Source: an optimization exercise on an open RTL-to-GDS flow (aim: small area, a short achievable clock period and few clock cycles per item). Production flows keep margins and buffers that such runs may drop.
The clock port is modelled as an ideal driver; clocking choices that lean on that would not hold on a real chip.
Power and IR drop assume default switching activity.

## wb_slave_register
module wb_slave_register #(
    parameter ADDR_WIDTH = 16,
    parameter DATA_WIDTH = 32,
    parameter GRANULE = 8,
    parameter REGISTER_NUM = 16,
    parameter SEL_WIDTH = DATA_WIDTH / GRANULE
) (
    input wire rst_i,
    input wire clk_i,
    input wire [ADDR_WIDTH-1:0] adr_i,
    input wire [DATA_WIDTH-1:0] dat_i,
    output reg [DATA_WIDTH-1:0] dat_o,
    input wire [SEL_WIDTH-1:0] sel_i,
    input wire we_i,
    input wire stb_i,
    output wire ack_o,
    output wire err_o,
    input wire cyc_i
);
Size: about 1,100 cells after synthesis, ~560 flip-flops, ~20,000 µm² of cells after synthesis.
==> module wb_slave_register, before the edit <==
module wb_slave_register #(
    parameter ADDR_WIDTH = 16,
    parameter DATA_WIDTH = 32,
    parameter GRANULE = 8,
    parameter REGISTER_NUM = 16,
    parameter SEL_WIDTH = DATA_WIDTH / GRANULE
) (
    input wire rst_i,
    input wire clk_i,
    input wire [ADDR_WIDTH-1:0] adr_i,
    input wire [DATA_WIDTH-1:0] dat_i,
    output reg [DATA_WIDTH-1:0] dat_o,
    input wire [SEL_WIDTH-1:0] sel_i,
    input wire we_i,
    input wire stb_i,
    output wire ack_o,
    output wire err_o,
    input wire cyc_i
);
    reg [DATA_WIDTH-1:0] register_value [0:REGISTER_NUM-1];
    reg ack;
    reg err;
    wire in_range = (adr_i < REGISTER_NUM);
    wire [3:0] idx = adr_i[3:0];
    wire [REGISTER_NUM-1:0] rsel;
    genvar g, gb;
    wbr_dec4 u_dec (.a(idx), .y(rsel));
    reg [REGISTER_NUM-1:0] wrow;
    wire wr_first = ~rst_i & stb_i & we_i & in_range & ~ack;
    wire [REGISTER_NUM-1:0] wrow_d;
    wbr_wdec4 u_wdec (.a(idx), .en(wr_first), .y(wrow_d));
    always @(posedge clk_i) begin
        wrow <= wrow_d;
    end
    wire [SEL_WIDTH-1:0] lane_en [0:REGISTER_NUM-1];
    generate for (g = 0; g < REGISTER_NUM; g = g + 1) begin : wen
        for (gb = 0; gb < SEL_WIDTH; gb = gb + 1) begin : lane
            wbr_a21o u_en (.a1(wrow[g]), .a2(sel_i[gb]), .b1(rst_i), .y(lane_en[g][gb]));
        end
    end endgenerate
    wire [DATA_WIDTH-1:0] wdata = dat_i & {DATA_WIDTH{~rst_i}};
    integer i, b;
    always @(posedge clk_i) begin
        for (i = 0; i < REGISTER_NUM; i = i + 1) begin
            for (b = 0; b < SEL_WIDTH; b = b + 1) begin
                if (lane_en[i][b]) begin
                    register_value[i][b*GRANULE+:GRANULE] <= wdata[b*GRANULE+:GRANULE];
                end
            end
        end
    end
    always @(posedge clk_i) begin
        if (rst_i) begin
            ack <= 1'b0;
            err <= 1'b0;
        end else begin
            ack <= stb_i & in_range & ~ack;
            err <= stb_i & ~in_range & ~err;
        end
    end
    wire [DATA_WIDTH-1:0] rdata;
    generate for (gb = 0; gb < DATA_WIDTH; gb = gb + 1) begin : rmux
        wire [REGISTER_NUM-1:0] col;
        for (g = 0; g < REGISTER_NUM; g = g + 1) begin : c
            assign col[g] = register_value[g][gb];
        end
        wire lo, hi;
        wbr_mux8 u_lo (.d(col[7:0]), .s(rsel[7:0]), .y(lo));
        wbr_mux8 u_hi (.d(col[15:8]), .s(rsel[15:8]), .y(hi));
        wbr_or2 u_o (.a(lo), .b(hi), .y(rdata[gb]));
    end endgenerate
    always @(posedge clk_i) begin
        dat_o <= rdata;
    end
    assign ack_o = ack;
    assign err_o = err;
endmodule
==> module wbr_wdec4, before the edit <==
module wbr_wdec4 (input wire [3:0] a, input wire en, output wire [15:0] y);
    genvar k;
    generate for (k = 0; k < 16; k = k + 1) begin : d
        assign y[k] = en & (a == k);
    end endgenerate
endmodule
export LEC_CHECK = 0
export CAP_MARGIN = 20
export CORE_MARGIN = 2
export CORE_UTILIZATION = 60
export CTS_BUF_LIST = sky130_fd_sc_hd__clkbuf_8
export CTS_CLUSTER_DIAMETER = 60
export CTS_CLUSTER_SIZE = 16
export SETUP_SLACK_MARGIN = 3.15
export SLEW_MARGIN = 20
export SYNTH_HIERARCHICAL = 1
export SYNTH_MINIMUM_KEEP_SIZE = 0
create_clock -name core_clock -period 5.0 [get_ports {clk_i}]
standard.sh (not shown) runs the stock make flow with config.mk's settings and CLKGATE_MAP_FILE= SYNTH_SCRIPT=/design/flow/synth_recipe.tcl, a recipe that flattens the netlist after the stock synthesis.
==> flow/flow/run.sh <==
#!/bin/bash
# The standard layout, with one change after clock tree synthesis: the tree's
# root buffer, which drives only the few buffers of the tree's first level,
# is removed and the clock port drives those buffers directly. Every
# register's clock still goes through the same number of buffers of the
# tree, so the skew between registers is unchanged.
set -euo pipefail
res=orfs/results/${FLOW_PLATFORM}/wb_slave_register/base
bash standard.sh cts > flow_1_to_cts.log 2>&1
openroad -no_init -exit flow/unroot.tcl > flow_2_unroot.log 2>&1
bash standard.sh finish > flow_3_to_finish.log 2>&1
==> flow/flow/unroot.tcl <==
set odb_file orfs/results/$::env(FLOW_PLATFORM)/wb_slave_register/base/4_cts.odb
read_db $odb_file
set block [ord::get_db_block]
set clk_net [$block findNet clk_i]
set loads [$clk_net getITerms]
if {[llength $loads] != 1} {
  puts "clk_i drives [llength $loads] cell pins; nothing changed"
  exit 0
}
set root [[lindex $loads 0] getInst]
set master [[$root getMaster] getName]
if {![string match "sky130_fd_sc_hd__clkbuf_*" $master]} {
  puts "clk_i drives $master; nothing changed"
  exit 0
}
set out_net [[$root findITerm X] getNet]
set sinks {}
foreach it [$out_net getITerms] {
  if {[$it getInst] != $root} { lappend sinks $it }
}
if {[llength $sinks] > 4} {
  puts "root buffer drives [llength $sinks] pins; nothing changed"
  exit 0
}
puts "removing [$root getName] ($master), moving [llength $sinks] pins to clk_i"
foreach it $sinks {
  $it disconnect
  $it connect $clk_net
  puts "  [[$it getInst] getName]/[[$it getMTerm] getName]"
}
[$root findITerm A] disconnect
odb::dbInst_destroy $root
odb::dbNet_destroy $out_net
write_db $odb_file
puts "done"
==> next run, changes <==
--- a/flow/design.v
+++ b/flow/design.v
@@ -18,21 +18,29 @@
     output wire err_o,
     input wire cyc_i
 );
     reg [DATA_WIDTH-1:0] register_value [0:REGISTER_NUM-1];
     reg ack;
     reg err;
-    wire in_range = (adr_i < REGISTER_NUM);
+    wire [2:0] hi_zero;
+    wbr_nor4 u_z0 (.a(adr_i[4]),  .b(adr_i[5]),  .c(adr_i[6]),  .d(adr_i[7]),  .y(hi_zero[0]));
+    wbr_nor4 u_z1 (.a(adr_i[8]),  .b(adr_i[9]),  .c(adr_i[10]), .d(adr_i[11]), .y(hi_zero[1]));
+    wbr_nor4 u_z2 (.a(adr_i[12]), .b(adr_i[13]), .c(adr_i[14]), .d(adr_i[15]), .y(hi_zero[2]));
+    wire in_range = &hi_zero;
     wire [3:0] idx = adr_i[3:0];
     wire [REGISTER_NUM-1:0] rsel;
     genvar g, gb;
     wbr_dec4 u_dec (.a(idx), .y(rsel));
     reg [REGISTER_NUM-1:0] wrow;
     wire wr_first = ~rst_i & stb_i & we_i & in_range & ~ack;
+    wire [REGISTER_NUM-1:0] wsel;
     wire [REGISTER_NUM-1:0] wrow_d;
-    wbr_wdec4 u_wdec (.a(idx), .en(wr_first), .y(wrow_d));
+    wbr_dec4 u_wdec (.a(idx), .y(wsel));
+    generate for (g = 0; g < REGISTER_NUM; g = g + 1) begin : wq
+        wbr_and2 u_w (.a(wsel[g]), .b(wr_first), .y(wrow_d[g]));
+    end endgenerate
     always @(posedge clk_i) begin
         wrow <= wrow_d;
     end
     wire [SEL_WIDTH-1:0] lane_en [0:REGISTER_NUM-1];
     generate for (g = 0; g < REGISTER_NUM; g = g + 1) begin : wen
         for (gb = 0; gb < SEL_WIDTH; gb = gb + 1) begin : lane
@@ -79,17 +87,17 @@
 module wbr_dec4 (input wire [3:0] a, output wire [15:0] y);
     genvar k;
     generate for (k = 0; k < 16; k = k + 1) begin : d
         assign y[k] = (a == k);
     end endgenerate
 endmodule
-module wbr_wdec4 (input wire [3:0] a, input wire en, output wire [15:0] y);
-    genvar k;
-    generate for (k = 0; k < 16; k = k + 1) begin : d
-        assign y[k] = en & (a == k);
-    end endgenerate
+module wbr_nor4 (input wire a, input wire b, input wire c, input wire d, output wire y);
+    assign y = ~(a | b | c | d);
+endmodule
+module wbr_and2 (input wire a, input wire b, output wire y);
+    assign y = a & b;
 endmodule
 module wbr_mux8 (input wire [7:0] d, input wire [7:0] s, output wire y);
     assign y = |(d & s);
 endmodule
 module wbr_or2 (input wire a, input wire b, output wire y);
     assign y = a | b;
=> Setup slack improves by 0.26 ns; clock skew goes down by 0.0054 ns; power grows by 0.68%; utilization decreases by 0.25 points; combinational power goes up by 5.4%; sequential power hardly moves; sequential cell count does not change.
Function was not checked in any run of this note: the RTL went through the layout flow alone.

## re-timing with driven ports
The results above use ideal ports. As a check the final layouts listed here were re-extracted and re-timed, cells and wires unchanged. Step 1 (the two cells are an assumption about what drives the block):
set clk [get_ports {clk_i}]
set_driving_cell -lib_cell sky130_fd_sc_hd__clkbuf_16 $clk
set_driving_cell -lib_cell sky130_fd_sc_hd__buf_2 [delete_from_list [all_inputs] $clk]
Step 2 also shifts input and output timing later by t, the mid clock arrival at the registers, as if the neighbouring blocks saw the same clock. Three values: no drivers, after step 1, after step 2; two values: the first two.
run | shift t [ns] | slack for setup (ns) | hold slack, ns | slew at the worst register clock pin (ns) | worst data-port slew with drivers (ns)
the first run | 0.465 | 2.714 / 2.722 / 2.257 | 0.520 / 0.520 / 0.520 | 0.10 / 0.10 | 0.19
the second run | 0.472 | 2.978 / 2.889 / 2.417 | 0.435 / 0.435 / 0.435 | 0.11 / 0.11 | 0.17
After both steps every run listed still meets setup and hold. For the second run, which loses most, drivers alone change the setup slack by -0.089 ns; drivers and shift together by -0.561 ns.
